What follows belongs to an exercise in optimizing a design on an open flow for small area; a production flow would make more cautious choices.
In this exercise RTL edits were held to simulation tests only and were not proved equivalent to the original.

## flow/design.v (module list and top-level ports; edited modules follow where they fit)
// module SINE_LUT_V4: 680 lines
// module NCO_V4: 53 lines
// module MIXER_V4: 659 lines
// module CIC_V4: 55 lines
// module PIG_V4: 90 lines
// module RCA_V4: 12 lines
// module OLINT_V4: 14 lines
// module PHASEMETER_V4: 91 lines
module PHASEMETER_V4#
(
    parameter AXIS_TDATA_WIDTH = 32,
    parameter integer GUESS = 340161410
)
(
    input clk,
    input rst,
    input en,
    input [AXIS_TDATA_WIDTH-1:0]        S_AXIS_SOURCE_tdata,
    input                               S_AXIS_SOURCE_tvalid,
    input [AXIS_TDATA_WIDTH-1:0]        S_AXIS_PARAM_tdata,  
    input                               S_AXIS_PARAM_tvalid,
    input [AXIS_TDATA_WIDTH-1:0]        S_AXIS_GUESS_tdata,  
    input                               S_AXIS_GUESS_tvalid,
    output wire [AXIS_TDATA_WIDTH-1:0]  M_AXIS_REF_tdata,
    output wire                         M_AXIS_REF_tvalid,
    output wire [AXIS_TDATA_WIDTH-1:0]  M_AXIS_QUAD_tdata,
    output wire                         M_AXIS_QUAD_tvalid,
    output wire [AXIS_TDATA_WIDTH-1:0]  M_AXIS_MIX_tdata,
    output wire                         M_AXIS_MIX_tvalid,
    output wire [AXIS_TDATA_WIDTH-1:0]  M_AXIS_LPF_tdata,  
    output wire                         M_AXIS_LPF_tvalid,
    output wire [AXIS_TDATA_WIDTH-1:0]  M_AXIS_PI_tdata,  
    output wire                         M_AXIS_PI_tvalid,
    output wire [AXIS_TDATA_WIDTH-1:0]  M_AXIS_PE_tdata,  
    output wire                         M_AXIS_PE_tvalid);
  // ...
==> flow/flow/run.sh <==
#!/bin/bash
# Standard layout (standard.sh, the standard flow's own ORFS run) with these settings given
# to ORFS through its environment:
# - port buffers are the smallest buffer, sky130_fd_sc_hd__buf_1 (every input
#   and output port still gets one);
# - the buffers abc put into the synthesized netlist are removed at
#   floorplan; the placer's repair_design buffers what still needs it;
# - after global routing, gates on the less critical half of the paths with
#   positive slack are downsized (ORFS RECOVER_POWER);
# - clock tree synthesis clusters up to 25 sinks per leaf buffer within 60 um
#   and inserts no dummy loads.
set -euo pipefail
export BUFFER_PORTS_ARGS="-buffer_cell sky130_fd_sc_hd__buf_1"
export REMOVE_ABC_BUFFERS=1
export RECOVER_POWER=50
export CTS_ARGS="-sink_clustering_enable -repair_clock_nets -dont_use_dummy_load -sink_clustering_size 25 -sink_clustering_max_diameter 60"
bash standard.sh > flow_make.log 2>&1
==> flow/standard.sh <==
#!/bin/bash
# synth_recipe.tcl (not shown) runs the flow's synth.tcl, then flattens the netlist and writes it again
# the make line also repeats each setting of config.mk as NAME=value (left out here)
make -C /OpenROAD-flow-scripts/flow DESIGN_CONFIG=/design/flow/config.mk WORK_HOME=/design/flow/orfs CLKGATE_MAP_FILE= SYNTH_SCRIPT=/design/flow/synth_recipe.tcl "${@:-finish}"
==> flow/config.mk <==
export PLATFORM = sky130hd
export DESIGN_NAME = PHASEMETER_V4
export DESIGN_NICKNAME = PHASEMETER_V4
export VERILOG_FILES = /design/flow/design.v
export SDC_FILE = /design/flow/constraint.sdc
export NUM_CORES = 4
export LEC_CHECK = 0
export ABC_AREA = 1
export CAP_MARGIN = 20
export CORE_MARGIN = 2
export CORE_UTILIZATION = 65
export PLACE_DENSITY = 0.75
export SLEW_MARGIN = 20
export SYNTH_MEMORY_MAX_BITS = 32768
==> flow/constraint.sdc <==
create_clock -name core_clock -period 10.0 [get_ports {clk}]
set_input_delay 2.0000 -clock core_clock [delete_from_list [all_inputs] [get_ports {clk}]]
set_output_delay 2.0000 -clock core_clock [all_outputs]
set_load 0.01 [all_outputs]
==> metrics.csv, run 1 <==
stage,metric,value,unit
timing,finClkSkew,0.07544,ns
setup_path,critPathLaunchType,register,
finish,sh_seq_area,35.66,%
route,drc,0,
timing,setup_viol,0,
setup_path,crit_top_cell,fa_1,
yosys,synth_cell_types,62,
clock_tree,post_cts_resized,0,
run_status,failed_checks,"capacitance limit, slew limit",
finish,num-clock-buffers,37,
route,routed-wl-met3,5.354,mm
yosys,synth_edf_count,23,
global_routing,top_usage_layer,met2,
yosys,synthTopCellsByArea,"dfrtp_1 (32%), fa_1 (19%), nand2_1 (7.0%)",
setup_path,slowest_stage,fa_1,
setup_path,critical_path_class,reg -> reg,
yosys,synth-seq-cells,534,
route,wl_met2,39.58,mm
timing,finalMaxSlewViolations,252,
flow_run,maxCapViolations,4,
yosys,synth_xor_area_share,6.174,%
clock_tree,numCtsBuffers,37,
clock_tree,cts_sinks,534,
global_routing,grtUsageMet3,3.800,%
floorplan,fp.dieW,236.5,µm
run_status,status,failed layout checks,
setup_path,r2r_start,source[5],
min_path,hold-path-cell-count,0,
global_routing,grt_pass1_vias,24940,
route,drtPass1Iterations,7,
yosys,synth_common_cells,"nand2_1 (656), inv_1 (555), dfrtp_1 (445)",
global_routing,use_met2,49.05,%
==> inputs of run 2 (changes only) <==
--- a/flow/design.v
+++ b/flow/design.v
@@ -2,3 +2,3 @@
 module SINE_LUT_V4 (input [7:0] ADDR, output [12:0] UP, output [12:0] DN);
-reg [12:0] UP_b; reg [6:0] UP_s; reg [1:0] UP_r;
+reg [12:0] UP_b; reg [6:0] UP_s; reg UP_r;
 always @(*) begin
@@ -10,13 +10,13 @@
     6'd4: begin UP_b = 13'd803; UP_s = 7'h32; end
-    6'd5: begin UP_b = 13'd1003; UP_s = 7'h32; end
-    6'd6: begin UP_b = 13'd1202; UP_s = 7'h32; end
-    6'd7: begin UP_b = 13'd1400; UP_s = 7'h32; end
+    6'd5: begin UP_b = 13'd1002; UP_s = 7'h32; end
+    6'd6: begin UP_b = 13'd1201; UP_s = 7'h32; end
+    6'd7: begin UP_b = 13'd1399; UP_s = 7'h32; end
     6'd8: begin UP_b = 13'd1598; UP_s = 7'h31; end
-    6'd9: begin UP_b = 13'd1795; UP_s = 7'h31; end
-    6'd10: begin UP_b = 13'd1990; UP_s = 7'h31; end
+    6'd9: begin UP_b = 13'd1794; UP_s = 7'h31; end
+    6'd10: begin UP_b = 13'd1989; UP_s = 7'h31; end
     6'd11: begin UP_b = 13'd2185; UP_s = 7'h30; end
     6'd12: begin UP_b = 13'd2378; UP_s = 7'h30; end
-    6'd13: begin UP_b = 13'd2569; UP_s = 7'h30; end
+    6'd13: begin UP_b = 13'd2568; UP_s = 7'h30; end
     6'd14: begin UP_b = 13'd2759; UP_s = 7'h2f; end
-    6'd15: begin UP_b = 13'd2948; UP_s = 7'h2f; end
+    6'd15: begin UP_b = 13'd2947; UP_s = 7'h2f; end
     6'd16: begin UP_b = 13'd3135; UP_s = 7'h2e; end
@@ -24,5 +24,5 @@
     6'd18: begin UP_b = 13'd3502; UP_s = 7'h2d; end
-    6'd19: begin UP_b = 13'd3683; UP_s = 7'h2d; end
+    6'd19: begin UP_b = 13'd3682; UP_s = 7'h2d; end
     6'd20: begin UP_b = 13'd3861; UP_s = 7'h2c; end
-    6'd21: begin UP_b = 13'd4037; UP_s = 7'h2c; end
+    6'd21: begin UP_b = 13'd4036; UP_s = 7'h2c; end
     6'd22: begin UP_b = 13'd4211; UP_s = 7'h2b; end
@@ -33,4 +33,4 @@
     6'd27: begin UP_b = 13'd5039; UP_s = 7'h27; end
-    6'd28: begin UP_b = 13'd5196; UP_s = 7'h27; end
-    6'd29: begin UP_b = 13'd5350; UP_s = 7'h26; end
+    6'd28: begin UP_b = 13'd5195; UP_s = 7'h27; end
+    6'd29: begin UP_b = 13'd5349; UP_s = 7'h26; end
     6'd30: begin UP_b = 13'd5501; UP_s = 7'h25; end
@@ -40,9 +40,9 @@
     6'd34: begin UP_b = 13'd6069; UP_s = 7'h21; end
-    6'd35: begin UP_b = 13'd6202; UP_s = 7'h21; end
+    6'd35: begin UP_b = 13'd6201; UP_s = 7'h21; end
     6'd36: begin UP_b = 13'd6332; UP_s = 7'h1f; end
-    6'd37: begin UP_b = 13'd6457; UP_s = 7'h1f; end
-    6'd38: begin UP_b = 13'd6579; UP_s = 7'h1e; end
-    6'd39: begin UP_b = 13'd6697; UP_s = 7'h1d; end
+    6'd37: begin UP_b = 13'd6456; UP_s = 7'h1f; end
+    6'd38: begin UP_b = 13'd6578; UP_s = 7'h1e; end
+    6'd39: begin UP_b = 13'd6696; UP_s = 7'h1d; end
     6'd40: begin UP_b = 13'd6811; UP_s = 7'h1b; end
-    6'd41: begin UP_b = 13'd6920; UP_s = 7'h1b; end
+    6'd41: begin UP_b = 13'd6919; UP_s = 7'h1b; end
     6'd42: begin UP_b = 13'd7026; UP_s = 7'h19; end
@@ -54,4 +54,4 @@
     6'd48: begin UP_b = 13'd7567; UP_s = 7'h13; end
-    6'd49: begin UP_b = 13'd7642; UP_s = 7'h12; end
-    6'd50: begin UP_b = 13'd7712; UP_s = 7'h11; end
+    6'd49: begin UP_b = 13'd7641; UP_s = 7'h12; end
+    6'd50: begin UP_b = 13'd7711; UP_s = 7'h11; end
     6'd51: begin UP_b = 13'd7778; UP_s = 7'h0f; end
@@ -59,4 +59,4 @@
     6'd53: begin UP_b = 13'd7894; UP_s = 7'h0d; end
-    6'd54: begin UP_b = 13'd7946; UP_s = 7'h0c; end
-    6'd55: begin UP_b = 13'd7992; UP_s = 7'h0b; end
+    6'd54: begin UP_b = 13'd7945; UP_s = 7'h0c; end
+    6'd55: begin UP_b = 13'd7991; UP_s = 7'h0b; end
     6'd56: begin UP_b = 13'd8034; UP_s = 7'h09; end
@@ -64,3 +64,3 @@
     6'd58: begin UP_b = 13'd8102; UP_s = 7'h07; end
-    6'd59: begin UP_b = 13'd8129; UP_s = 7'h06; end
+    6'd59: begin UP_b = 13'd8128; UP_s = 7'h06; end
     6'd60: begin UP_b = 13'd8152; UP_s = 7'h04; end
@@ -68,3 +68,3 @@
     6'd62: begin UP_b = 13'd8181; UP_s = 7'h02; end
-    6'd63: begin UP_b = 13'd8189; UP_s = 7'h01; end
+    6'd63: begin UP_b = 13'd8188; UP_s = 7'h01; end
     default: begin UP_b = 13'd0; UP_s = 7'h00; end
@@ -74,259 +74,259 @@
     case (ADDR)
-    8'd0: UP_r = 2'h0;
-    8'd1: UP_r = 2'h0;
-    8'd2: UP_r = 2'h1;
-    8'd3: UP_r = 2'h1;
-    8'd4: UP_r = 2'h0;
-    8'd5: UP_r = 2'h0;
-    8'd6: UP_r = 2'h0;
-    8'd7: UP_r = 2'h1;
-    8'd8: UP_r = 2'h0;
-    8'd9: UP_r = 2'h0;
-    8'd10: UP_r = 2'h0;
-    8'd11: UP_r = 2'h0;
-    8'd12: UP_r = 2'h0;
-    8'd13: UP_r = 2'h0;
-    8'd14: UP_r = 2'h0;
-    8'd15: UP_r = 2'h0;
-    8'd16: UP_r = 2'h0;
-    8'd17: UP_r = 2'h0;
-    8'd18: UP_r = 2'h0;
-    8'd19: UP_r = 2'h0;
-    8'd20: UP_r = 2'h0;
-    8'd21: UP_r = 2'h0;
-    8'd22: UP_r = 2'h3;
-    8'd23: UP_r = 2'h3;
-    8'd24: UP_r = 2'h0;
-    8'd25: UP_r = 2'h0;
-    8'd26: UP_r = 2'h3;
-    8'd27: UP_r = 2'h3;
-    8'd28: UP_r = 2'h0;
-    8'd29: UP_r = 2'h0;
-    8'd30: UP_r = 2'h3;
-    8'd31: UP_r = 2'h3;
-    8'd32: UP_r = 2'h0;
-    8'd33: UP_r = 2'h0;
-    8'd34: UP_r = 2'h0;
-    8'd35: UP_r = 2'h1;
-    8'd36: UP_r = 2'h0;
-    8'd37: UP_r = 2'h0;
-    8'd38: UP_r = 2'h0;
-    8'd39: UP_r = 2'h3;
-    8'd40: UP_r = 2'h0;
-    8'd41: UP_r = 2'h0;
-    8'd42: UP_r = 2'h0;
-    8'd43: UP_r = 2'h3;
-    8'd44: UP_r = 2'h0;
-    8'd45: UP_r = 2'h0;
-    8'd46: UP_r = 2'h0;
-    8'd47: UP_r = 2'h1;
-    8'd48: UP_r = 2'h0;
-    8'd49: UP_r = 2'h0;
-    8'd50: UP_r = 2'h0;
-    8'd51: UP_r = 2'h0;
-    8'd52: UP_r = 2'h0;
-    8'd53: UP_r = 2'h0;
-    8'd54: UP_r = 2'h0;
-    8'd55: UP_r = 2'h3;
-    8'd56: UP_r = 2'h0;
-    8'd57: UP_r = 2'h1;
-    8'd58: UP_r = 2'h1;
-    8'd59: UP_r = 2'h1;
-    8'd60: UP_r = 2'h0;
-    8'd61: UP_r = 2'h0;
-    8'd62: UP_r = 2'h3;
-    8'd63: UP_r = 2'h3;
-    8'd64: UP_r = 2'h0;
-    8'd65: UP_r = 2'h0;
-    8'd66: UP_r = 2'h0;
-    8'd67: UP_r = 2'h0;
-    8'd68: UP_r = 2'h0;
-    8'd69: UP_r = 2'h0;
-    8'd70: UP_r = 2'h0;
-    8'd71: UP_r = 2'h0;
-    8'd72: UP_r = 2'h0;
-    8'd73: UP_r = 2'h0;
-    8'd74: UP_r = 2'h1;
-    8'd75: UP_r = 2'h1;
-    8'd76: UP_r = 2'h0;
-    8'd77: UP_r = 2'h0;
-    8'd78: UP_r = 2'h3;
-    8'd79: UP_r = 2'h3;
-    8'd80: UP_r = 2'h0;
-    8'd81: UP_r = 2'h0;
-    8'd82: UP_r = 2'h1;
-    8'd83: UP_r = 2'h1;
-    8'd84: UP_r = 2'h0;
-    8'd85: UP_r = 2'h0;
-    8'd86: UP_r = 2'h3;
-    8'd87: UP_r = 2'h3;
-    8'd88: UP_r = 2'h0;
-    8'd89: UP_r = 2'h0;
-    8'd90: UP_r = 2'h0;
-    8'd91: UP_r = 2'h0;
-    8'd92: UP_r = 2'h0;
-    8'd93: UP_r = 2'h1;
-    8'd94: UP_r = 2'h1;
-    8'd95: UP_r = 2'h1;
-    8'd96: UP_r = 2'h0;
-    8'd97: UP_r = 2'h0;
-    8'd98: UP_r = 2'h1;
-    8'd99: UP_r = 2'h1;
-    8'd100: UP_r = 2'h0;
-    8'd101: UP_r = 2'h0;
-    8'd102: UP_r = 2'h0;
-    8'd103: UP_r = 2'h0;
-    8'd104: UP_r = 2'h0;
-    8'd105: UP_r = 2'h1;
-    8'd106: UP_r = 2'h1;
-    8'd107: UP_r = 2'h1;
-    8'd108: UP_r = 2'h0;
-    8'd109: UP_r = 2'h1;
-    8'd110: UP_r = 2'h1;
-    8'd111: UP_r = 2'h1;
-    8'd112: UP_r = 2'h0;
-    8'd113: UP_r = 2'h0;
-    8'd114: UP_r = 2'h0;
-    8'd115: UP_r = 2'h3;
-    8'd116: UP_r = 2'h0;
-    8'd117: UP_r = 2'h0;
-    8'd118: UP_r = 2'h0;
-    8'd119: UP_r = 2'h3;
-    8'd120: UP_r = 2'h0;
-    8'd121: UP_r = 2'h0;
-    8'd122: UP_r = 2'h0;
-    8'd123: UP_r = 2'h0;
-    8'd124: UP_r = 2'h0;
-    8'd125: UP_r = 2'h0;
-    8'd126: UP_r = 2'h0;
-    8'd127: UP_r = 2'h0;
-    8'd128: UP_r = 2'h0;
-    8'd129: UP_r = 2'h0;
-    8'd130: UP_r = 2'h1;
-    8'd131: UP_r = 2'h1;
-    8'd132: UP_r = 2'h0;
-    8'd133: UP_r = 2'h1;
-    8'd134: UP_r = 2'h1;
-    8'd135: UP_r = 2'h1;
-    8'd136: UP_r = 2'h0;
-    8'd137: UP_r = 2'h1;
-    8'd138: UP_r = 2'h1;
-    8'd139: UP_r = 2'h1;
-    8'd140: UP_r = 2'h0;
-    8'd141: UP_r = 2'h0;
-    8'd142: UP_r = 2'h3;
-    8'd143: UP_r = 2'h3;
-    8'd144: UP_r = 2'h0;
-    8'd145: UP_r = 2'h0;
-    8'd146: UP_r = 2'h1;
-    8'd147: UP_r = 2'h1;
-    8'd148: UP_r = 2'h0;
-    8'd149: UP_r = 2'h0;
-    8'd150: UP_r = 2'h0;
-    8'd151: UP_r = 2'h3;
-    8'd152: UP_r = 2'h0;
-    8'd153: UP_r = 2'h0;
-    8'd154: UP_r = 2'h3;
-    8'd155: UP_r = 2'h3;
-    8'd156: UP_r = 2'h0;
-    8'd157: UP_r = 2'h0;
-    8'd158: UP_r = 2'h3;
-    8'd159: UP_r = 2'h3;
-    8'd160: UP_r = 2'h0;
-    8'd161: UP_r = 2'h0;
-    8'd162: UP_r = 2'h1;
-    8'd163: UP_r = 2'h1;
-    8'd164: UP_r = 2'h0;
-    8'd165: UP_r = 2'h0;
-    8'd166: UP_r = 2'h3;
-    8'd167: UP_r = 2'h3;
-    8'd168: UP_r = 2'h0;
-    8'd169: UP_r = 2'h0;
-    8'd170: UP_r = 2'h1;
-    8'd171: UP_r = 2'h1;
-    8'd172: UP_r = 2'h0;
-    8'd173: UP_r = 2'h1;
-    8'd174: UP_r = 2'h1;
-    8'd175: UP_r = 2'h1;
-    8'd176: UP_r = 2'h0;
-    8'd177: UP_r = 2'h0;
-    8'd178: UP_r = 2'h1;
-    8'd179: UP_r = 2'h1;
-    8'd180: UP_r = 2'h0;
-    8'd181: UP_r = 2'h1;
-    8'd182: UP_r = 2'h1;
-    8'd183: UP_r = 2'h1;
-    8'd184: UP_r = 2'h0;
-    8'd185: UP_r = 2'h0;
-    8'd186: UP_r = 2'h0;
-    8'd187: UP_r = 2'h0;
-    8'd188: UP_r = 2'h0;
-    8'd189: UP_r = 2'h1;
-    8'd190: UP_r = 2'h0;
-    8'd191: UP_r = 2'h0;
-    8'd192: UP_r = 2'h0;
-    8'd193: UP_r = 2'h1;
-    8'd194: UP_r = 2'h0;
-    8'd195: UP_r = 2'h0;
-    8'd196: UP_r = 2'h0;
-    8'd197: UP_r = 2'h0;
-    8'd198: UP_r = 2'h0;
-    8'd199: UP_r = 2'h3;
-    8'd200: UP_r = 2'h0;
-    8'd201: UP_r = 2'h0;
-    8'd202: UP_r = 2'h3;
-    8'd203: UP_r = 2'h3;
-    8'd204: UP_r = 2'h0;
-    8'd205: UP_r = 2'h0;
-    8'd206: UP_r = 2'h1;
-    8'd207: UP_r = 2'h1;
-    8'd208: UP_r = 2'h0;
-    8'd209: UP_r = 2'h1;
-    8'd210: UP_r = 2'h1;
-    8'd211: UP_r = 2'h1;
-    8'd212: UP_r = 2'h0;
-    8'd213: UP_r = 2'h1;
-    8'd214: UP_r = 2'h1;
-    8'd215: UP_r = 2'h0;
-    8'd216: UP_r = 2'h0;
-    8'd217: UP_r = 2'h0;
-    8'd218: UP_r = 2'h3;
-    8'd219: UP_r = 2'h3;
-    8'd220: UP_r = 2'h0;
-    8'd221: UP_r = 2'h0;
-    8'd222: UP_r = 2'h3;
-    8'd223: UP_r = 2'h3;
-    8'd224: UP_r = 2'h0;
-    8'd225: UP_r = 2'h0;
-    8'd226: UP_r = 2'h1;
-    8'd227: UP_r = 2'h1;
-    8'd228: UP_r = 2'h0;
-    8'd229: UP_r = 2'h1;
-    8'd230: UP_r = 2'h1;
-    8'd231: UP_r = 2'h1;
-    8'd232: UP_r = 2'h0;
-    8'd233: UP_r = 2'h1;
-    8'd234: UP_r = 2'h0;
-    8'd235: UP_r = 2'h0;
-    8'd236: UP_r = 2'h0;
-    8'd237: UP_r = 2'h0;
-    8'd238: UP_r = 2'h0;
-    8'd239: UP_r = 2'h3;
-    8'd240: UP_r = 2'h0;
-    8'd241: UP_r = 2'h0;
-    8'd242: UP_r = 2'h1;
-    8'd243: UP_r = 2'h1;
-    8'd244: UP_r = 2'h0;
-    8'd245: UP_r = 2'h0;
-    8'd246: UP_r = 2'h1;
-    8'd247: UP_r = 2'h1;
-    8'd248: UP_r = 2'h0;
-    8'd249: UP_r = 2'h0;
-    8'd250: UP_r = 2'h0;
-    8'd251: UP_r = 2'h0;
-    8'd252: UP_r = 2'h0;
-    8'd253: UP_r = 2'h0;
-    8'd254: UP_r = 2'h3;
-    8'd255: UP_r = 2'h3;
-    default: UP_r = 2'h0;
+    8'd0: UP_r = 1'b0;
+    8'd1: UP_r = 1'b0;
+    8'd2: UP_r = 1'b1;
+    8'd3: UP_r = 1'b1;
+    8'd4: UP_r = 1'b0;
+    8'd5: UP_r = 1'b0;
+    8'd6: UP_r = 1'b0;
+    8'd7: UP_r = 1'b1;
+    8'd8: UP_r = 1'b0;
+    8'd9: UP_r = 1'b0;
+    8'd10: UP_r = 1'b0;
+    8'd11: UP_r = 1'b0;
+    8'd12: UP_r = 1'b0;
+    8'd13: UP_r = 1'b0;
+    8'd14: UP_r = 1'b0;
+    8'd15: UP_r = 1'b0;
+    8'd16: UP_r = 1'b0;
+    8'd17: UP_r = 1'b0;
+    8'd18: UP_r = 1'b0;
+    8'd19: UP_r = 1'b0;
+    8'd20: UP_r = 1'b1;
+    8'd21: UP_r = 1'b1;
+    8'd22: UP_r = 1'b0;
+    8'd23: UP_r = 1'b0;
+    8'd24: UP_r = 1'b1;
+    8'd25: UP_r = 1'b1;
+    8'd26: UP_r = 1'b0;
+    8'd27: UP_r = 1'b0;
+    8'd28: UP_r = 1'b1;
+    8'd29: UP_r = 1'b1;
+    8'd30: UP_r = 1'b0;
+    8'd31: UP_r = 1'b0;
+    8'd32: UP_r = 1'b0;
+    8'd33: UP_r = 1'b0;
+    8'd34: UP_r = 1'b0;
+    8'd35: UP_r = 1'b1;
+    8'd36: UP_r = 1'b1;
+    8'd37: UP_r = 1'b1;
+    8'd38: UP_r = 1'b1;
+    8'd39: UP_r = 1'b0;
+    8'd40: UP_r = 1'b1;
+    8'd41: UP_r = 1'b1;
+    8'd42: UP_r = 1'b1;
+    8'd43: UP_r = 1'b0;
+    8'd44: UP_r = 1'b0;
+    8'd45: UP_r = 1'b0;
+    8'd46: UP_r = 1'b0;
+    8'd47: UP_r = 1'b1;
+    8'd48: UP_r = 1'b0;
+    8'd49: UP_r = 1'b0;
+    8'd50: UP_r = 1'b0;
+    8'd51: UP_r = 1'b0;
+    8'd52: UP_r = 1'b1;
+    8'd53: UP_r = 1'b1;
+    8'd54: UP_r = 1'b1;
+    8'd55: UP_r = 1'b0;
+    8'd56: UP_r = 1'b0;
+    8'd57: UP_r = 1'b1;
+    8'd58: UP_r = 1'b1;
+    8'd59: UP_r = 1'b1;
+    8'd60: UP_r = 1'b1;
+    8'd61: UP_r = 1'b1;
+    8'd62: UP_r = 1'b0;
+    8'd63: UP_r = 1'b0;
+    8'd64: UP_r = 1'b0;
+    8'd65: UP_r = 1'b0;
+    8'd66: UP_r = 1'b0;
+    8'd67: UP_r = 1'b0;
+    8'd68: UP_r = 1'b0;
+    8'd69: UP_r = 1'b0;
+    8'd70: UP_r = 1'b0;
+    8'd71: UP_r = 1'b0;
+    8'd72: UP_r = 1'b0;
+    8'd73: UP_r = 1'b0;
+    8'd74: UP_r = 1'b1;
+    8'd75: UP_r = 1'b1;
+    8'd76: UP_r = 1'b1;
+    8'd77: UP_r = 1'b1;
+    8'd78: UP_r = 1'b0;
+    8'd79: UP_r = 1'b0;
+    8'd80: UP_r = 1'b0;
+    8'd81: UP_r = 1'b0;
+    8'd82: UP_r = 1'b1;
+    8'd83: UP_r = 1'b1;
+    8'd84: UP_r = 1'b1;
+    8'd85: UP_r = 1'b1;
+    8'd86: UP_r = 1'b0;
+    8'd87: UP_r = 1'b0;
+    8'd88: UP_r = 1'b0;
+    8'd89: UP_r = 1'b0;
+    8'd90: UP_r = 1'b0;
+    8'd91: UP_r = 1'b0;
+    8'd92: UP_r = 1'b0;
+    8'd93: UP_r = 1'b1;
+    8'd94: UP_r = 1'b1;
+    8'd95: UP_r = 1'b1;
+    8'd96: UP_r = 1'b0;
+    8'd97: UP_r = 1'b0;
+    8'd98: UP_r = 1'b1;
+    8'd99: UP_r = 1'b1;
+    8'd100: UP_r = 1'b0;
+    8'd101: UP_r = 1'b0;
+    8'd102: UP_r = 1'b0;
+    8'd103: UP_r = 1'b0;
+    8'd104: UP_r = 1'b0;
+    8'd105: UP_r = 1'b1;
+    8'd106: UP_r = 1'b1;
+    8'd107: UP_r = 1'b1;
+    8'd108: UP_r = 1'b0;
+    8'd109: UP_r = 1'b1;
+    8'd110: UP_r = 1'b1;
+    8'd111: UP_r = 1'b1;
+    8'd112: UP_r = 1'b1;
+    8'd113: UP_r = 1'b1;
+    8'd114: UP_r = 1'b1;
+    8'd115: UP_r = 1'b0;
+    8'd116: UP_r = 1'b1;
+    8'd117: UP_r = 1'b1;
+    8'd118: UP_r = 1'b1;
+    8'd119: UP_r = 1'b0;
+    8'd120: UP_r = 1'b0;
+    8'd121: UP_r = 1'b0;
+    8'd122: UP_r = 1'b0;
+    8'd123: UP_r = 1'b0;
+    8'd124: UP_r = 1'b0;
+    8'd125: UP_r = 1'b0;
+    8'd126: UP_r = 1'b0;
+    8'd127: UP_r = 1'b0;
+    8'd128: UP_r = 1'b0;
+    8'd129: UP_r = 1'b0;
+    8'd130: UP_r = 1'b1;
+    8'd131: UP_r = 1'b1;
+    8'd132: UP_r = 1'b0;
+    8'd133: UP_r = 1'b1;
+    8'd134: UP_r = 1'b1;
+    8'd135: UP_r = 1'b1;
+    8'd136: UP_r = 1'b0;
+    8'd137: UP_r = 1'b1;
+    8'd138: UP_r = 1'b1;
+    8'd139: UP_r = 1'b1;
+    8'd140: UP_r = 1'b1;
+    8'd141: UP_r = 1'b1;
+    8'd142: UP_r = 1'b0;
+    8'd143: UP_r = 1'b0;
+    8'd144: UP_r = 1'b0;
+    8'd145: UP_r = 1'b0;
+    8'd146: UP_r = 1'b1;
+    8'd147: UP_r = 1'b1;
+    8'd148: UP_r = 1'b1;
+    8'd149: UP_r = 1'b1;
+    8'd150: UP_r = 1'b1;
+    8'd151: UP_r = 1'b0;
+    8'd152: UP_r = 1'b1;
+    8'd153: UP_r = 1'b1;
+    8'd154: UP_r = 1'b0;
+    8'd155: UP_r = 1'b0;
+    8'd156: UP_r = 1'b1;
+    8'd157: UP_r = 1'b1;
+    8'd158: UP_r = 1'b0;
+    8'd159: UP_r = 1'b0;
+    8'd160: UP_r = 1'b0;
+    8'd161: UP_r = 1'b0;
+    8'd162: UP_r = 1'b1;
+    8'd163: UP_r = 1'b1;
+    8'd164: UP_r = 1'b1;
+    8'd165: UP_r = 1'b1;
+    8'd166: UP_r = 1'b0;
+    8'd167: UP_r = 1'b0;
+    8'd168: UP_r = 1'b0;
+    8'd169: UP_r = 1'b0;
+    8'd170: UP_r = 1'b1;
+    8'd171: UP_r = 1'b1;
+    8'd172: UP_r = 1'b0;
+    8'd173: UP_r = 1'b1;
+    8'd174: UP_r = 1'b1;
+    8'd175: UP_r = 1'b1;
+    8'd176: UP_r = 1'b0;
+    8'd177: UP_r = 1'b0;
+    8'd178: UP_r = 1'b1;
+    8'd179: UP_r = 1'b1;
+    8'd180: UP_r = 1'b0;
+    8'd181: UP_r = 1'b1;
+    8'd182: UP_r = 1'b1;
+    8'd183: UP_r = 1'b1;
+    8'd184: UP_r = 1'b0;
+    8'd185: UP_r = 1'b0;
+    8'd186: UP_r = 1'b0;
+    8'd187: UP_r = 1'b0;
+    8'd188: UP_r = 1'b0;
+    8'd189: UP_r = 1'b1;
+    8'd190: UP_r = 1'b0;
+    8'd191: UP_r = 1'b0;
+    8'd192: UP_r = 1'b0;
+    8'd193: UP_r = 1'b1;
+    8'd194: UP_r = 1'b0;
+    8'd195: UP_r = 1'b0;
+    8'd196: UP_r = 1'b1;
+    8'd197: UP_r = 1'b1;
+    8'd198: UP_r = 1'b1;
+    8'd199: UP_r = 1'b0;
+    8'd200: UP_r = 1'b1;
+    8'd201: UP_r = 1'b1;
+    8'd202: UP_r = 1'b0;
+    8'd203: UP_r = 1'b0;
+    8'd204: UP_r = 1'b0;
+    8'd205: UP_r = 1'b0;
+    8'd206: UP_r = 1'b1;
+    8'd207: UP_r = 1'b1;
+    8'd208: UP_r = 1'b0;
+    8'd209: UP_r = 1'b1;
+    8'd210: UP_r = 1'b1;
+    8'd211: UP_r = 1'b1;
+    8'd212: UP_r = 1'b0;
+    8'd213: UP_r = 1'b1;
+    8'd214: UP_r = 1'b1;
+    8'd215: UP_r = 1'b0;
+    8'd216: UP_r = 1'b1;
+    8'd217: UP_r = 1'b1;
+    8'd218: UP_r = 1'b0;
+    8'd219: UP_r = 1'b0;
+    8'd220: UP_r = 1'b1;
+    8'd221: UP_r = 1'b1;
+    8'd222: UP_r = 1'b0;
+    8'd223: UP_r = 1'b0;
+    8'd224: UP_r = 1'b0;
+    8'd225: UP_r = 1'b0;
+    8'd226: UP_r = 1'b1;
+    8'd227: UP_r = 1'b1;
+    8'd228: UP_r = 1'b0;
+    8'd229: UP_r = 1'b1;
+    8'd230: UP_r = 1'b1;
+    8'd231: UP_r = 1'b1;
+    8'd232: UP_r = 1'b0;
+    8'd233: UP_r = 1'b1;
+    8'd234: UP_r = 1'b0;
+    8'd235: UP_r = 1'b0;
+    8'd236: UP_r = 1'b1;
+    8'd237: UP_r = 1'b1;
+    8'd238: UP_r = 1'b1;
+    8'd239: UP_r = 1'b0;
+    8'd240: UP_r = 1'b0;
+    8'd241: UP_r = 1'b0;
+    8'd242: UP_r = 1'b1;
+    8'd243: UP_r = 1'b1;
+    8'd244: UP_r = 1'b0;
+    8'd245: UP_r = 1'b0;
+    8'd246: UP_r = 1'b1;
+    8'd247: UP_r = 1'b1;
+    8'd248: UP_r = 1'b0;
+    8'd249: UP_r = 1'b0;
+    8'd250: UP_r = 1'b0;
+    8'd251: UP_r = 1'b0;
+    8'd252: UP_r = 1'b1;
+    8'd253: UP_r = 1'b1;
+    8'd254: UP_r = 1'b0;
+    8'd255: UP_r = 1'b0;
+    default: UP_r = 1'b0;
     endcase
@@ -335,21 +335,18 @@
 wire [12:0] UP_m1 = ADDR[1] ? {{5{UP_s[6]}}, UP_s, 1'b0} : 13'd0;
-wire [12:0] UP_rx = {{11{UP_r[1]}}, UP_r};
-wire [12:0] UP_cs0 = UP_b ^ UP_m0 ^ UP_m1;
-wire [12:0] UP_cc0 = ((UP_b & UP_m0) | (UP_m1 & (UP_b ^ UP_m0))) << 1;
-wire [12:0] UP_cs1 = UP_rx ^ UP_cs0 ^ UP_cc0;
-wire [12:0] UP_cc1 = ((UP_rx & UP_cs0) | (UP_cc0 & (UP_rx ^ UP_cs0))) << 1;
-RCA_V4 #(.W(13)) UP_add (.A(UP_cs1), .B(UP_cc1), .CI(1'b0), .S(UP), .CO());
-reg [12:0] DN_b; reg [6:0] DN_s; reg [1:0] DN_r;
+wire [12:0] UP_cs = UP_b ^ UP_m0 ^ UP_m1;
+wire [12:0] UP_cc = {((UP_b[11:0] & UP_m0[11:0]) | (UP_m1[11:0] & (UP_b[11:0] ^ UP_m0[11:0]))), UP_r};
+RCA_V4 #(.W(13)) UP_add (.A(UP_cs), .B(UP_cc), .CI(1'b0), .S(UP), .CO());
+reg [12:0] DN_b; reg [6:0] DN_s; reg DN_r;
 always @(*) begin
     case (ADDR[7:2])
-    6'd0: begin DN_b = 13'd8191; DN_s = 7'h00; end
+    6'd0: begin DN_b = 13'd8190; DN_s = 7'h00; end
     6'd1: begin DN_b = 13'd8189; DN_s = 7'h7e; end
     6'd2: begin DN_b = 13'd8181; DN_s = 7'h7d; end
-    6'd3: begin DN_b = 13'd8169; DN_s = 7'h7c; end
+    6'd3: begin DN_b = 13'd8168; DN_s = 7'h7c; end
     6'd4: begin DN_b = 13'd8152; DN_s = 7'h7a; end
-    6'd5: begin DN_b = 13'd8129; DN_s = 7'h7a; end
+    6'd5: begin DN_b = 13'd8128; DN_s = 7'h7a; end
     6'd6: begin DN_b = 13'd8102; DN_s = 7'h78; end
     6'd7: begin DN_b = 13'd8070; DN_s = 7'h77; end
-    6'd8: begin DN_b = 13'd8034; DN_s = 7'h76; end
-    6'd9: begin DN_b = 13'd7992; DN_s = 7'h75; end
+    6'd8: begin DN_b = 13'd8033; DN_s = 7'h76; end
+    6'd9: begin DN_b = 13'd7991; DN_s = 7'h75; end
     6'd10: begin DN_b = 13'd7946; DN_s = 7'h73; end
@@ -357,6 +354,6 @@
     6'd12: begin DN_b = 13'd7838; DN_s = 7'h71; end
-    6'd13: begin DN_b = 13'd7778; DN_s = 7'h70; end
-    6'd14: begin DN_b = 13'd7712; DN_s = 7'h6f; end
-    6'd15: begin DN_b = 13'd7642; DN_s = 7'h6e; end
-    6'd16: begin DN_b = 13'd7567; DN_s = 7'h6d; end
+    6'd13: begin DN_b = 13'd7777; DN_s = 7'h70; end
+    6'd14: begin DN_b = 13'd7711; DN_s = 7'h6f; end
+    6'd15: begin DN_b = 13'd7641; DN_s = 7'h6e; end
+    6'd16: begin DN_b = 13'd7566; DN_s = 7'h6d; end
     6'd17: begin DN_b = 13'd7488; DN_s = 7'h6b; end
@@ -365,10 +362,10 @@
     6'd20: begin DN_b = 13'd7224; DN_s = 7'h68; end
-    6'd21: begin DN_b = 13'd7127; DN_s = 7'h67; end
-    6'd22: begin DN_b = 13'd7026; DN_s = 7'h66; end
-    6'd23: begin DN_b = 13'd6920; DN_s = 7'h65; end
-    6'd24: begin DN_b = 13'd6811; DN_s = 7'h64; end
-    6'd25: begin DN_b = 13'd6697; DN_s = 7'h63; end
-    6'd26: begin DN_b = 13'd6579; DN_s = 7'h62; end
-    6'd27: begin DN_b = 13'd6457; DN_s = 7'h61; end
-    6'd28: begin DN_b = 13'd6332; DN_s = 7'h60; end
+    6'd21: begin DN_b = 13'd7126; DN_s = 7'h67; end
+    6'd22: begin DN_b = 13'd7025; DN_s = 7'h66; end
+    6'd23: begin DN_b = 13'd6919; DN_s = 7'h65; end
+    6'd24: begin DN_b = 13'd6810; DN_s = 7'h64; end
+    6'd25: begin DN_b = 13'd6696; DN_s = 7'h63; end
+    6'd26: begin DN_b = 13'd6578; DN_s = 7'h62; end
+    6'd27: begin DN_b = 13'd6456; DN_s = 7'h61; end
+    6'd28: begin DN_b = 13'd6331; DN_s = 7'h60; end
     6'd29: begin DN_b = 13'd6202; DN_s = 7'h5f; end
@@ -379,3 +376,3 @@
     6'd34: begin DN_b = 13'd5501; DN_s = 7'h5a; end
-    6'd35: begin DN_b = 13'd5350; DN_s = 7'h5a; end
+    6'd35: begin DN_b = 13'd5349; DN_s = 7'h5a; end
     6'd36: begin DN_b = 13'd5196; DN_s = 7'h59; end
@@ -383,9 +380,9 @@
     6'd38: begin DN_b = 13'd4879; DN_s = 7'h57; end
-    6'd39: begin DN_b = 13'd4716; DN_s = 7'h57; end
+    6'd39: begin DN_b = 13'd4715; DN_s = 7'h57; end
     6'd40: begin DN_b = 13'd4551; DN_s = 7'h56; end
     6'd41: begin DN_b = 13'd4382; DN_s = 7'h55; end
-    6'd42: begin DN_b = 13'd4211; DN_s = 7'h55; end
+    6'd42: begin DN_b = 13'd4210; DN_s = 7'h55; end
     6'd43: begin DN_b = 13'd4037; DN_s = 7'h54; end
-    6'd44: begin DN_b = 13'd3861; DN_s = 7'h54; end
-    6'd45: begin DN_b = 13'd3683; DN_s = 7'h53; end
+    6'd44: begin DN_b = 13'd3860; DN_s = 7'h54; end
+    6'd45: begin DN_b = 13'd3682; DN_s = 7'h53; end
     6'd46: begin DN_b = 13'd3502; DN_s = 7'h52; end
@@ -394,10 +391,10 @@
     6'd49: begin DN_b = 13'd2948; DN_s = 7'h51; end
-    6'd50: begin DN_b = 13'd2759; DN_s = 7'h51; end
+    6'd50: begin DN_b = 13'd2758; DN_s = 7'h51; end
     6'd51: begin DN_b = 13'd2569; DN_s = 7'h50; end
-    6'd52: begin DN_b = 13'd2378; DN_s = 7'h50; end
+    6'd52: begin DN_b = 13'd2377; DN_s = 7'h50; end
     6'd53: begin DN_b = 13'd2185; DN_s = 7'h4f; end
     6'd54: begin DN_b = 13'd1990; DN_s = 7'h4f; end
-    6'd55: begin DN_b = 13'd1795; DN_s = 7'h4f; end
-    6'd56: begin DN_b = 13'd1598; DN_s = 7'h4f; end
-    6'd57: begin DN_b = 13'd1400; DN_s = 7'h4f; end
+    6'd55: begin DN_b = 13'd1794; DN_s = 7'h4f; end
+    6'd56: begin DN_b = 13'd1597; DN_s = 7'h4f; end
+    6'd57: begin DN_b = 13'd1399; DN_s = 7'h4f; end
     6'd58: begin DN_b = 13'd1202; DN_s = 7'h4e; end
@@ -405,5 +402,5 @@
     6'd60: begin DN_b = 13'd803; DN_s = 7'h4e; end
-    6'd61: begin DN_b = 13'd603; DN_s = 7'h4e; end
-    6'd62: begin DN_b = 13'd402; DN_s = 7'h4e; end
-    6'd63: begin DN_b = 13'd201; DN_s = 7'h4e; end
+    6'd61: begin DN_b = 13'd602; DN_s = 7'h4e; end
+    6'd62: begin DN_b = 13'd401; DN_s = 7'h4e; end
+    6'd63: begin DN_b = 13'd200; DN_s = 7'h4e; end
     default: begin DN_b = 13'd0; DN_s = 7'h00; end
@@ -413,259 +410,259 @@
     case (ADDR)
-    8'd0: DN_r = 2'h0;
-    8'd1: DN_r = 2'h0;
-    8'd2: DN_r = 2'h3;
-    8'd3: DN_r = 2'h3;
-    8'd4: DN_r = 2'h0;
-    8'd5: DN_r = 2'h0;
-    8'd6: DN_r = 2'h0;
-    8'd7: DN_r = 2'h0;
-    8'd8: DN_r = 2'h0;
-    8'd9: DN_r = 2'h1;
-    8'd10: DN_r = 2'h1;
-    8'd11: DN_r = 2'h0;
-    8'd12: DN_r = 2'h0;
-    8'd13: DN_r = 2'h0;
-    8'd14: DN_r = 2'h0;
-    8'd15: DN_r = 2'h3;
-    8'd16: DN_r = 2'h0;
-    8'd17: DN_r = 2'h0;
-    8'd18: DN_r = 2'h1;
-    8'd19: DN_r = 2'h1;
-    8'd20: DN_r = 2'h0;
-    8'd21: DN_r = 2'h0;
-    8'd22: DN_r = 2'h3;
-    8'd23: DN_r = 2'h3;
-    8'd24: DN_r = 2'h0;
-    8'd25: DN_r = 2'h1;
-    8'd26: DN_r = 2'h1;
-    8'd27: DN_r = 2'h1;
-    8'd28: DN_r = 2'h0;
-    8'd29: DN_r = 2'h1;
-    8'd30: DN_r = 2'h1;
-    8'd31: DN_r = 2'h0;
-    8'd32: DN_r = 2'h0;
-    8'd33: DN_r = 2'h0;
-    8'd34: DN_r = 2'h3;
-    8'd35: DN_r = 2'h3;
-    8'd36: DN_r = 2'h0;
-    8'd37: DN_r = 2'h0;
-    8'd38: DN_r = 2'h3;
-    8'd39: DN_r = 2'h3;
-    8'd40: DN_r = 2'h0;
-    8'd41: DN_r = 2'h0;
-    8'd42: DN_r = 2'h1;
-    8'd43: DN_r = 2'h1;
-    8'd44: DN_r = 2'h0;
-    8'd45: DN_r = 2'h1;
-    8'd46: DN_r = 2'h1;
-    8'd47: DN_r = 2'h1;
-    8'd48: DN_r = 2'h0;
-    8'd49: DN_r = 2'h1;
-    8'd50: DN_r = 2'h1;
-    8'd51: DN_r = 2'h0;
-    8'd52: DN_r = 2'h0;
-    8'd53: DN_r = 2'h0;
-    8'd54: DN_r = 2'h3;
-    8'd55: DN_r = 2'h3;
-    8'd56: DN_r = 2'h0;
-    8'd57: DN_r = 2'h0;
-    8'd58: DN_r = 2'h0;
-    8'd59: DN_r = 2'h3;
-    8'd60: DN_r = 2'h0;
-    8'd61: DN_r = 2'h0;
-    8'd62: DN_r = 2'h3;
-    8'd63: DN_r = 2'h3;
-    8'd64: DN_r = 2'h0;
-    8'd65: DN_r = 2'h0;
-    8'd66: DN_r = 2'h3;
-    8'd67: DN_r = 2'h3;
-    8'd68: DN_r = 2'h0;
-    8'd69: DN_r = 2'h1;
-    8'd70: DN_r = 2'h1;
-    8'd71: DN_r = 2'h1;
-    8'd72: DN_r = 2'h0;
-    8'd73: DN_r = 2'h0;
-    8'd74: DN_r = 2'h0;
-    8'd75: DN_r = 2'h0;
-    8'd76: DN_r = 2'h0;
-    8'd77: DN_r = 2'h1;
-    8'd78: DN_r = 2'h1;
-    8'd79: DN_r = 2'h0;
-    8'd80: DN_r = 2'h0;
-    8'd81: DN_r = 2'h0;
-    8'd82: DN_r = 2'h0;
-    8'd83: DN_r = 2'h0;
-    8'd84: DN_r = 2'h0;
-    8'd85: DN_r = 2'h0;
-    8'd86: DN_r = 2'h0;
-    8'd87: DN_r = 2'h3;
-    8'd88: DN_r = 2'h0;
-    8'd89: DN_r = 2'h0;
-    8'd90: DN_r = 2'h3;
-    8'd91: DN_r = 2'h3;
-    8'd92: DN_r = 2'h0;
-    8'd93: DN_r = 2'h0;
-    8'd94: DN_r = 2'h0;
-    8'd95: DN_r = 2'h3;
-    8'd96: DN_r = 2'h0;
-    8'd97: DN_r = 2'h0;
-    8'd98: DN_r = 2'h3;
-    8'd99: DN_r = 2'h3;
-    8'd100: DN_r = 2'h0;
-    8'd101: DN_r = 2'h0;
-    8'd102: DN_r = 2'h3;
-    8'd103: DN_r = 2'h3;
-    8'd104: DN_r = 2'h0;
-    8'd105: DN_r = 2'h0;
-    8'd106: DN_r = 2'h0;
-    8'd107: DN_r = 2'h3;
-    8'd108: DN_r = 2'h0;
-    8'd109: DN_r = 2'h0;
-    8'd110: DN_r = 2'h0;
-    8'd111: DN_r = 2'h3;
-    8'd112: DN_r = 2'h0;
-    8'd113: DN_r = 2'h0;
-    8'd114: DN_r = 2'h3;
-    8'd115: DN_r = 2'h3;
-    8'd116: DN_r = 2'h0;
-    8'd117: DN_r = 2'h0;
-    8'd118: DN_r = 2'h0;
-    8'd119: DN_r = 2'h0;
-    8'd120: DN_r = 2'h0;
-    8'd121: DN_r = 2'h0;
-    8'd122: DN_r = 2'h0;
-    8'd123: DN_r = 2'h0;
-    8'd124: DN_r = 2'h0;
-    8'd125: DN_r = 2'h1;
-    8'd126: DN_r = 2'h1;
-    8'd127: DN_r = 2'h0;
-    8'd128: DN_r = 2'h0;
-    8'd129: DN_r = 2'h0;
-    8'd130: DN_r = 2'h0;
-    8'd131: DN_r = 2'h0;
-    8'd132: DN_r = 2'h0;
-    8'd133: DN_r = 2'h1;
-    8'd134: DN_r = 2'h1;
-    8'd135: DN_r = 2'h1;
-    8'd136: DN_r = 2'h0;
-    8'd137: DN_r = 2'h0;
-    8'd138: DN_r = 2'h1;
-    8'd139: DN_r = 2'h1;
-    8'd140: DN_r = 2'h0;
-    8'd141: DN_r = 2'h0;
-    8'd142: DN_r = 2'h0;
-    8'd143: DN_r = 2'h3;
-    8'd144: DN_r = 2'h0;
-    8'd145: DN_r = 2'h0;
-    8'd146: DN_r = 2'h0;
-    8'd147: DN_r = 2'h0;
-    8'd148: DN_r = 2'h0;
-    8'd149: DN_r = 2'h1;
-    8'd150: DN_r = 2'h1;
-    8'd151: DN_r = 2'h1;
-    8'd152: DN_r = 2'h0;
-    8'd153: DN_r = 2'h1;
-    8'd154: DN_r = 2'h1;
-    8'd155: DN_r = 2'h1;
-    8'd156: DN_r = 2'h0;
-    8'd157: DN_r = 2'h0;
-    8'd158: DN_r = 2'h0;
-    8'd159: DN_r = 2'h3;
-    8'd160: DN_r = 2'h0;
-    8'd161: DN_r = 2'h0;
-    8'd162: DN_r = 2'h0;
-    8'd163: DN_r = 2'h0;
-    8'd164: DN_r = 2'h0;
-    8'd165: DN_r = 2'h1;
-    8'd166: DN_r = 2'h1;
-    8'd167: DN_r = 2'h1;
-    8'd168: DN_r = 2'h0;
-    8'd169: DN_r = 2'h0;
-    8'd170: DN_r = 2'h3;
-    8'd171: DN_r = 2'h3;
-    8'd172: DN_r = 2'h0;
-    8'd173: DN_r = 2'h1;
-    8'd174: DN_r = 2'h1;
-    8'd175: DN_r = 2'h0;
-    8'd176: DN_r = 2'h0;
-    8'd177: DN_r = 2'h0;
-    8'd178: DN_r = 2'h3;
-    8'd179: DN_r = 2'h3;
-    8'd180: DN_r = 2'h0;
-    8'd181: DN_r = 2'h0;
-    8'd182: DN_r = 2'h0;
-    8'd183: DN_r = 2'h3;
-    8'd184: DN_r = 2'h0;
-    8'd185: DN_r = 2'h1;
-    8'd186: DN_r = 2'h1;
-    8'd187: DN_r = 2'h1;
-    8'd188: DN_r = 2'h0;
-    8'd189: DN_r = 2'h0;
-    8'd190: DN_r = 2'h0;
-    8'd191: DN_r = 2'h0;
-    8'd192: DN_r = 2'h0;
-    8'd193: DN_r = 2'h0;
-    8'd194: DN_r = 2'h0;
-    8'd195: DN_r = 2'h1;
-    8'd196: DN_r = 2'h0;
-    8'd197: DN_r = 2'h0;
-    8'd198: DN_r = 2'h0;
-    8'd199: DN_r = 2'h0;
-    8'd200: DN_r = 2'h0;
-    8'd201: DN_r = 2'h0;
-    8'd202: DN_r = 2'h0;
-    8'd203: DN_r = 2'h3;
-    8'd204: DN_r = 2'h0;
-    8'd205: DN_r = 2'h1;
-    8'd206: DN_r = 2'h1;
-    8'd207: DN_r = 2'h1;
-    8'd208: DN_r = 2'h0;
-    8'd209: DN_r = 2'h0;
-    8'd210: DN_r = 2'h3;
-    8'd211: DN_r = 2'h3;
-    8'd212: DN_r = 2'h0;
-    8'd213: DN_r = 2'h0;
-    8'd214: DN_r = 2'h1;
-    8'd215: DN_r = 2'h1;
-    8'd216: DN_r = 2'h0;
-    8'd217: DN_r = 2'h0;
-    8'd218: DN_r = 2'h1;
-    8'd219: DN_r = 2'h1;
-    8'd220: DN_r = 2'h0;
-    8'd221: DN_r = 2'h0;
-    8'd222: DN_r = 2'h3;
-    8'd223: DN_r = 2'h3;
-    8'd224: DN_r = 2'h0;
-    8'd225: DN_r = 2'h0;
-    8'd226: DN_r = 2'h3;
-    8'd227: DN_r = 2'h3;
-    8'd228: DN_r = 2'h0;
-    8'd229: DN_r = 2'h0;
-    8'd230: DN_r = 2'h3;
-    8'd231: DN_r = 2'h3;
-    8'd232: DN_r = 2'h0;
-    8'd233: DN_r = 2'h0;
-    8'd234: DN_r = 2'h0;
-    8'd235: DN_r = 2'h1;
-    8'd236: DN_r = 2'h0;
-    8'd237: DN_r = 2'h0;
-    8'd238: DN_r = 2'h0;
-    8'd239: DN_r = 2'h0;
-    8'd240: DN_r = 2'h0;
-    8'd241: DN_r = 2'h0;
-    8'd242: DN_r = 2'h0;
-    8'd243: DN_r = 2'h0;
-    8'd244: DN_r = 2'h0;
-    8'd245: DN_r = 2'h3;
-    8'd246: DN_r = 2'h3;
-    8'd247: DN_r = 2'h3;
-    8'd248: DN_r = 2'h0;
-    8'd249: DN_r = 2'h0;
-    8'd250: DN_r = 2'h3;
-    8'd251: DN_r = 2'h3;
-    8'd252: DN_r = 2'h0;
-    8'd253: DN_r = 2'h0;
-    8'd254: DN_r = 2'h0;
-    8'd255: DN_r = 2'h3;
-    default: DN_r = 2'h0;
+    8'd0: DN_r = 1'b1;
+    8'd1: DN_r = 1'b1;
+    8'd2: DN_r = 1'b0;
+    8'd3: DN_r = 1'b0;
+    8'd4: DN_r = 1'b0;
+    8'd5: DN_r = 1'b0;
+    8'd6: DN_r = 1'b0;
+    8'd7: DN_r = 1'b0;
+    8'd8: DN_r = 1'b0;
+    8'd9: DN_r = 1'b1;
+    8'd10: DN_r = 1'b1;
+    8'd11: DN_r = 1'b0;
+    8'd12: DN_r = 1'b1;
+    8'd13: DN_r = 1'b1;
+    8'd14: DN_r = 1'b1;
+    8'd15: DN_r = 1'b0;
+    8'd16: DN_r = 1'b0;
+    8'd17: DN_r = 1'b0;
+    8'd18: DN_r = 1'b1;
+    8'd19: DN_r = 1'b1;
+    8'd20: DN_r = 1'b1;
+    8'd21: DN_r = 1'b1;
+    8'd22: DN_r = 1'b0;
+    8'd23: DN_r = 1'b0;
+    8'd24: DN_r = 1'b0;
+    8'd25: DN_r = 1'b1;
+    8'd26: DN_r = 1'b1;
+    8'd27: DN_r = 1'b1;
+    8'd28: DN_r = 1'b0;
+    8'd29: DN_r = 1'b1;
+    8'd30: DN_r = 1'b1;
+    8'd31: DN_r = 1'b0;
+    8'd32: DN_r = 1'b1;
+    8'd33: DN_r = 1'b1;
+    8'd34: DN_r = 1'b0;
+    8'd35: DN_r = 1'b0;
+    8'd36: DN_r = 1'b1;
+    8'd37: DN_r = 1'b1;
+    8'd38: DN_r = 1'b0;
+    8'd39: DN_r = 1'b0;
+    8'd40: DN_r = 1'b0;
+    8'd41: DN_r = 1'b0;
+    8'd42: DN_r = 1'b1;
+    8'd43: DN_r = 1'b1;
+    8'd44: DN_r = 1'b0;
+    8'd45: DN_r = 1'b1;
+    8'd46: DN_r = 1'b1;
+    8'd47: DN_r = 1'b1;
+    8'd48: DN_r = 1'b0;
+    8'd49: DN_r = 1'b1;
+    8'd50: DN_r = 1'b1;
+    8'd51: DN_r = 1'b0;
+    8'd52: DN_r = 1'b1;
+    8'd53: DN_r = 1'b1;
+    8'd54: DN_r = 1'b0;
+    8'd55: DN_r = 1'b0;
+    8'd56: DN_r = 1'b1;
+    8'd57: DN_r = 1'b1;
+    8'd58: DN_r = 1'b1;
+    8'd59: DN_r = 1'b0;
+    8'd60: DN_r = 1'b1;
+    8'd61: DN_r = 1'b1;
+    8'd62: DN_r = 1'b0;
+    8'd63: DN_r = 1'b0;
+    8'd64: DN_r = 1'b1;
+    8'd65: DN_r = 1'b1;
+    8'd66: DN_r = 1'b0;
+    8'd67: DN_r = 1'b0;
+    8'd68: DN_r = 1'b0;
+    8'd69: DN_r = 1'b1;
+    8'd70: DN_r = 1'b1;
+    8'd71: DN_r = 1'b1;
+    8'd72: DN_r = 1'b0;
+    8'd73: DN_r = 1'b0;
+    8'd74: DN_r = 1'b0;
+    8'd75: DN_r = 1'b0;
+    8'd76: DN_r = 1'b0;
+    8'd77: DN_r = 1'b1;
+    8'd78: DN_r = 1'b1;
+    8'd79: DN_r = 1'b0;
+    8'd80: DN_r = 1'b0;
+    8'd81: DN_r = 1'b0;
+    8'd82: DN_r = 1'b0;
+    8'd83: DN_r = 1'b0;
+    8'd84: DN_r = 1'b1;
+    8'd85: DN_r = 1'b1;
+    8'd86: DN_r = 1'b1;
+    8'd87: DN_r = 1'b0;
+    8'd88: DN_r = 1'b1;
+    8'd89: DN_r = 1'b1;
+    8'd90: DN_r = 1'b0;
+    8'd91: DN_r = 1'b0;
+    8'd92: DN_r = 1'b1;
+    8'd93: DN_r = 1'b1;
+    8'd94: DN_r = 1'b1;
+    8'd95: DN_r = 1'b0;
+    8'd96: DN_r = 1'b1;
+    8'd97: DN_r = 1'b1;
+    8'd98: DN_r = 1'b0;
+    8'd99: DN_r = 1'b0;
+    8'd100: DN_r = 1'b1;
+    8'd101: DN_r = 1'b1;
+    8'd102: DN_r = 1'b0;
+    8'd103: DN_r = 1'b0;
+    8'd104: DN_r = 1'b1;
+    8'd105: DN_r = 1'b1;
+    8'd106: DN_r = 1'b1;
+    8'd107: DN_r = 1'b0;
+    8'd108: DN_r = 1'b1;
+    8'd109: DN_r = 1'b1;
+    8'd110: DN_r = 1'b1;
+    8'd111: DN_r = 1'b0;
+    8'd112: DN_r = 1'b1;
+    8'd113: DN_r = 1'b1;
+    8'd114: DN_r = 1'b0;
+    8'd115: DN_r = 1'b0;
+    8'd116: DN_r = 1'b0;
+    8'd117: DN_r = 1'b0;
+    8'd118: DN_r = 1'b0;
+    8'd119: DN_r = 1'b0;
+    8'd120: DN_r = 1'b0;
+    8'd121: DN_r = 1'b0;
+    8'd122: DN_r = 1'b0;
+    8'd123: DN_r = 1'b0;
+    8'd124: DN_r = 1'b0;
+    8'd125: DN_r = 1'b1;
+    8'd126: DN_r = 1'b1;
+    8'd127: DN_r = 1'b0;
+    8'd128: DN_r = 1'b0;
+    8'd129: DN_r = 1'b0;
+    8'd130: DN_r = 1'b0;
+    8'd131: DN_r = 1'b0;
+    8'd132: DN_r = 1'b0;
+    8'd133: DN_r = 1'b1;
+    8'd134: DN_r = 1'b1;
+    8'd135: DN_r = 1'b1;
+    8'd136: DN_r = 1'b0;
+    8'd137: DN_r = 1'b0;
+    8'd138: DN_r = 1'b1;
+    8'd139: DN_r = 1'b1;
+    8'd140: DN_r = 1'b1;
+    8'd141: DN_r = 1'b1;
+    8'd142: DN_r = 1'b1;
+    8'd143: DN_r = 1'b0;
+    8'd144: DN_r = 1'b0;
+    8'd145: DN_r = 1'b0;
+    8'd146: DN_r = 1'b0;
+    8'd147: DN_r = 1'b0;
+    8'd148: DN_r = 1'b0;
+    8'd149: DN_r = 1'b1;
+    8'd150: DN_r = 1'b1;
+    8'd151: DN_r = 1'b1;
+    8'd152: DN_r = 1'b0;
+    8'd153: DN_r = 1'b1;
+    8'd154: DN_r = 1'b1;
+    8'd155: DN_r = 1'b1;
+    8'd156: DN_r = 1'b1;
+    8'd157: DN_r = 1'b1;
+    8'd158: DN_r = 1'b1;
+    8'd159: DN_r = 1'b0;
+    8'd160: DN_r = 1'b0;
+    8'd161: DN_r = 1'b0;
+    8'd162: DN_r = 1'b0;
+    8'd163: DN_r = 1'b0;
+    8'd164: DN_r = 1'b0;
+    8'd165: DN_r = 1'b1;
+    8'd166: DN_r = 1'b1;
+    8'd167: DN_r = 1'b1;
+    8'd168: DN_r = 1'b1;
+    8'd169: DN_r = 1'b1;
+    8'd170: DN_r = 1'b0;
+    8'd171: DN_r = 1'b0;
+    8'd172: DN_r = 1'b0;
+    8'd173: DN_r = 1'b1;
+    8'd174: DN_r = 1'b1;
+    8'd175: DN_r = 1'b0;
+    8'd176: DN_r = 1'b1;
+    8'd177: DN_r = 1'b1;
+    8'd178: DN_r = 1'b0;
+    8'd179: DN_r = 1'b0;
+    8'd180: DN_r = 1'b1;
+    8'd181: DN_r = 1'b1;
+    8'd182: DN_r = 1'b1;
+    8'd183: DN_r = 1'b0;
+    8'd184: DN_r = 1'b0;
+    8'd185: DN_r = 1'b1;
+    8'd186: DN_r = 1'b1;
+    8'd187: DN_r = 1'b1;
+    8'd188: DN_r = 1'b0;
+    8'd189: DN_r = 1'b0;
+    8'd190: DN_r = 1'b0;
+    8'd191: DN_r = 1'b0;
+    8'd192: DN_r = 1'b0;
+    8'd193: DN_r = 1'b0;
+    8'd194: DN_r = 1'b0;
+    8'd195: DN_r = 1'b1;
+    8'd196: DN_r = 1'b0;
+    8'd197: DN_r = 1'b0;
+    8'd198: DN_r = 1'b0;
+    8'd199: DN_r = 1'b0;
+    8'd200: DN_r = 1'b1;
+    8'd201: DN_r = 1'b1;
+    8'd202: DN_r = 1'b1;
+    8'd203: DN_r = 1'b0;
+    8'd204: DN_r = 1'b0;
+    8'd205: DN_r = 1'b1;
+    8'd206: DN_r = 1'b1;
+    8'd207: DN_r = 1'b1;
+    8'd208: DN_r = 1'b1;
+    8'd209: DN_r = 1'b1;
+    8'd210: DN_r = 1'b0;
+    8'd211: DN_r = 1'b0;
+    8'd212: DN_r = 1'b0;
+    8'd213: DN_r = 1'b0;
+    8'd214: DN_r = 1'b1;
+    8'd215: DN_r = 1'b1;
+    8'd216: DN_r = 1'b0;
+    8'd217: DN_r = 1'b0;
+    8'd218: DN_r = 1'b1;
+    8'd219: DN_r = 1'b1;
+    8'd220: DN_r = 1'b1;
+    8'd221: DN_r = 1'b1;
+    8'd222: DN_r = 1'b0;
+    8'd223: DN_r = 1'b0;
+    8'd224: DN_r = 1'b1;
+    8'd225: DN_r = 1'b1;
+    8'd226: DN_r = 1'b0;
+    8'd227: DN_r = 1'b0;
+    8'd228: DN_r = 1'b1;
+    8'd229: DN_r = 1'b1;
+    8'd230: DN_r = 1'b0;
+    8'd231: DN_r = 1'b0;
+    8'd232: DN_r = 1'b0;
+    8'd233: DN_r = 1'b0;
+    8'd234: DN_r = 1'b0;
+    8'd235: DN_r = 1'b1;
+    8'd236: DN_r = 1'b0;
+    8'd237: DN_r = 1'b0;
+    8'd238: DN_r = 1'b0;
+    8'd239: DN_r = 1'b0;
+    8'd240: DN_r = 1'b0;
+    8'd241: DN_r = 1'b0;
+    8'd242: DN_r = 1'b0;
+    8'd243: DN_r = 1'b0;
+    8'd244: DN_r = 1'b1;
+    8'd245: DN_r = 1'b0;
+    8'd246: DN_r = 1'b0;
+    8'd247: DN_r = 1'b0;
+    8'd248: DN_r = 1'b1;
+    8'd249: DN_r = 1'b1;
+    8'd250: DN_r = 1'b0;
+    8'd251: DN_r = 1'b0;
+    8'd252: DN_r = 1'b1;
+    8'd253: DN_r = 1'b1;
+    8'd254: DN_r = 1'b1;
+    8'd255: DN_r = 1'b0;
+    default: DN_r = 1'b0;
     endcase
@@ -674,8 +671,5 @@
 wire [12:0] DN_m1 = ADDR[1] ? {{5{DN_s[6]}}, DN_s, 1'b0} : 13'd0;
-wire [12:0] DN_rx = {{11{DN_r[1]}}, DN_r};
-wire [12:0] DN_cs0 = DN_b ^ DN_m0 ^ DN_m1;
-wire [12:0] DN_cc0 = ((DN_b & DN_m0) | (DN_m1 & (DN_b ^ DN_m0))) << 1;
-wire [12:0] DN_cs1 = DN_rx ^ DN_cs0 ^ DN_cc0;
-wire [12:0] DN_cc1 = ((DN_rx & DN_cs0) | (DN_cc0 & (DN_rx ^ DN_cs0))) << 1;
-RCA_V4 #(.W(13)) DN_add (.A(DN_cs1), .B(DN_cc1), .CI(1'b0), .S(DN), .CO());
+wire [12:0] DN_cs = DN_b ^ DN_m0 ^ DN_m1;
+wire [12:0] DN_cc = {((DN_b[11:0] & DN_m0[11:0]) | (DN_m1[11:0] & (DN_b[11:0] ^ DN_m0[11:0]))), DN_r};
+RCA_V4 #(.W(13)) DN_add (.A(DN_cs), .B(DN_cc), .CI(1'b0), .S(DN), .CO());
 endmodule
==> flow/flow/run.sh (replaced) <==
#!/bin/bash
# Standard layout (standard.sh, the standard flow's own ORFS run) with two settings given
# to ORFS through its environment:
# - port buffers are the smallest buffer, sky130_fd_sc_hd__buf_1 (every input
#   and output port still gets one);
# - clock tree synthesis clusters up to 25 sinks per leaf buffer within 60 um
#   and inserts no dummy loads.
set -euo pipefail
export BUFFER_PORTS_ARGS="-buffer_cell sky130_fd_sc_hd__buf_1"
export CTS_ARGS="-sink_clustering_enable -repair_clock_nets -dont_use_dummy_load -sink_clustering_size 25 -sink_clustering_max_diameter 60"
bash standard.sh > flow_make.log 2>&1
==> metrics.csv, run 2 <==
stage,metric,value,unit,change
finish,fin_nets,4328,,
yosys,synth-seq-cells,534,,unchanged
route,finalWirelength,89.58,mm,
route,drtPass1Iterations,6,,-1
global_routing,grt_antenna_before_repair,0,,
global_routing,grt_pass1_vias,25710,,+3.1%
floorplan,die_h,234.6,µm,
setup_path,critPathMaxStageDelay,0.56,ns,
clock_tree,clockBufferDepth,3,,
timing,period_needed,9.478,ns,
clock_tree,post_cts_buffers,0,,
flow_run,maxCapViolations,0,,-4
finish,stdcell_count,4407,,
yosys,synthTopCellsByArea,"dfrtp_1 (32%), fa_1 (18%), ha_1 (7.0%)",,
global_routing,grt_pass1_wl,141.2,mm,
timing,finClkSkew,0.08137,ns,+0.005926 ns
setup_path,cp.arrival,9.98,ns,
setup_path,cp-end-kind,register,,
yosys,yosysMostFrequentCell,nand2_1,,
yosys,synth_common_cells,"nand2_1 (641), inv_1 (543), dfrtp_1 (445)",,
yosys,async_reset_ff_share,86.70,%,
finish,synthToLayoutAreaGrowth,6.365,%,
clock_tree,post_cts_resized,0,,unchanged
floorplan,row_count,84,,
floorplan,die_area,55030,µm²,
floorplan,fp.dieW,234.6,µm,-0.79%
global_routing,grt_max_degree,82,,
finish,drive_above_1_share,5.163,%,
floorplan,start_util,65.76,%,
finish,final_cell_mix,"nand2_1 (641), inv_1 (542), dfrtp_1 (445)",,
timing,tightest_slew,1.084,ns,
route,ant_nets,0,,
clock_tree,h-tree-depth,2,,
yosys,synth_warnings,6,,
timing,rsz0062_at_grt,no,,
finish,fin_util,69.95,%,
finish,num_antenna_cells,0,,
global_routing,grt_usage,33.07,%,
yosys,ys_seq_area_share,38.37,%,
timing,setup_viol,0,,unchanged
setup_path,slowest_stage,fa_1,,
yosys,synth_cell_types,62,,unchanged
place,dp_hpwl,67.75,mm,
timing,relSlewSlack,27.22,%,
run_status,status,finished clean,,
timing,finalHoldViolCount,0,,
route,drc,0,,unchanged
yosys,yosys_most_used_dff,dfrtp_1,,
timing,fmax,0.1055,GHz,
clock_tree,cts_tree,yes,,
global_routing,grt_overflow,0,,
setup_path,critical_path_class,reg -> reg,,
clock_tree,numCtsBuffers,36,,-2.7%
min_path,hold_path_class,reg -> reg,,
timing,finalMaxSlewViolations,0,,-100%
yosys,syn_area,34560,µm²,
setup_path,crit_top_cell,fa_1,,
place,dp_cells,4369,,
place,place_congestion,1.003,,
yosys,synth_edf_count,23,,unchanged
setup_path,critPathLaunchType,register,,
route,dr_total_vias,25360,,
yosys,synth.largest_area_cell,dfrtp_1,,
place,port_buffers,160,,
clock_tree,cts.clk_slew.worst_paths,0.09,ns,
setup_path,cp_data_required_time,10.50,ns,
finish,layout_commonest_cell,nand2_1,,
clock_tree,cts_sinks,534,,unchanged
[run 2: area by class of cell]
class                      count  area, µm²  area share, %
clock buffer                  36      900.9          2.451
inverter                     562       2125          5.780
multi-input combinational   2329      18240          49.63
sequential                   534      13260          36.07
tap                          688      860.8          2.342
timing repair buffer         258       1369          3.724
[run 2: critical path: cells and delay by family, from the launching register on]
family	cells	cell delay (ns)
XOR/XNOR	1	0.21
adder cells (fa/ha/maj)	17	7.22
buffers and inverters	3	0.56
flip-flops	1	0.50
AO/OA/AOI/OAI	1	0.34
AND/OR/NAND/NOR	6	0.59
[run 2: logic make-up (layout without fill, tap and decap cells)]
group | Yosys count | after routing | share of synthesized area (%)
other | 2 | 79 | 0.02173
XOR/XNOR | 241 | 241 | 6.173
AND/OR/NAND/NOR | 914 | 914 | 10.35
AO/OA/AOI/OAI | 575 | 575 | 9.797
flip-flops | 534 | 534 | 38.37
buffers and inverters | 807 | 856 | 9.808
multiplexers | 15 | 15 | 0.4345
adder cells (fa/ha/maj) | 505 | 505 | 25.04
[run 2: through the flow]
stage               area (µm²)  hold WS [ns]  setup slack, ns
floorplan                34850        0.3311           0.6537
global placement         35810        0.3320           0.5749
detailed placement       35810        0.3347           0.4480
CTS                      36710        0.3207           0.4081
global route             36760        0.3253           0.1236
finish                   36760        0.3196           0.5218
[run 2: layer usage]
metal	wire length, µm	GRT usage [%]	vias to the layer above
li1	-	-	11410
met1	36540	45.63	12580
met2	43320	54.73	1145
met3	5904	3.270	227
met4	3818	12.68	0
met5	0	0	-
[run 2: final timing paths]
| kind | from | end | slack, ns | cells past startpoint |
|---|---|---|---|---|
| max | source[3] | mixI[11] | 0.52 | 28 |
| min | mixI[3] | mixOut[3] | 0.32 | 0 |
| max reg2reg | source[3] | mixI[11] | 0.52 | 28 |
| min reg2reg | mixI[3] | mixOut[3] | 0.32 | 0 |
| min in group asynchronous | rst | LPF.S3a[6] | 1.88 | 3 |
| max in group asynchronous | rst | controller.actionReg[17] | 5.95 | 5 |

## afterwards: timing with drivers on the ports
Ports are ideal in the flow. The routed layouts listed here were re-timed in OpenROAD.
Step 1 (the two cells are an assumption about what drives the block):
set clk [get_ports {clk}]
set_driving_cell -lib_cell sky130_fd_sc_hd__clkbuf_16 $clk
set_driving_cell -lib_cell sky130_fd_sc_hd__buf_2 [delete_from_list [all_inputs] $clk]
Step 2 also shifts input and output timing later by t, the mid clock arrival at the registers, as if the neighbouring blocks saw the same clock.
a / b / c = ideal / step 1 / step 2; a / b = the first two.
run | shift t [ns] | setup WS [ns] | hold slack, ns | cell pins on the clock port's net
run 1 | 0.589 | 0.424 / 0.424 / 0.424 | 0.304 / 0.304 / 0.304 | 1
run 2 | 0.584 | 0.522 / 0.522 / 0.522 | 0.320 / 0.320 / 0.320 | 1
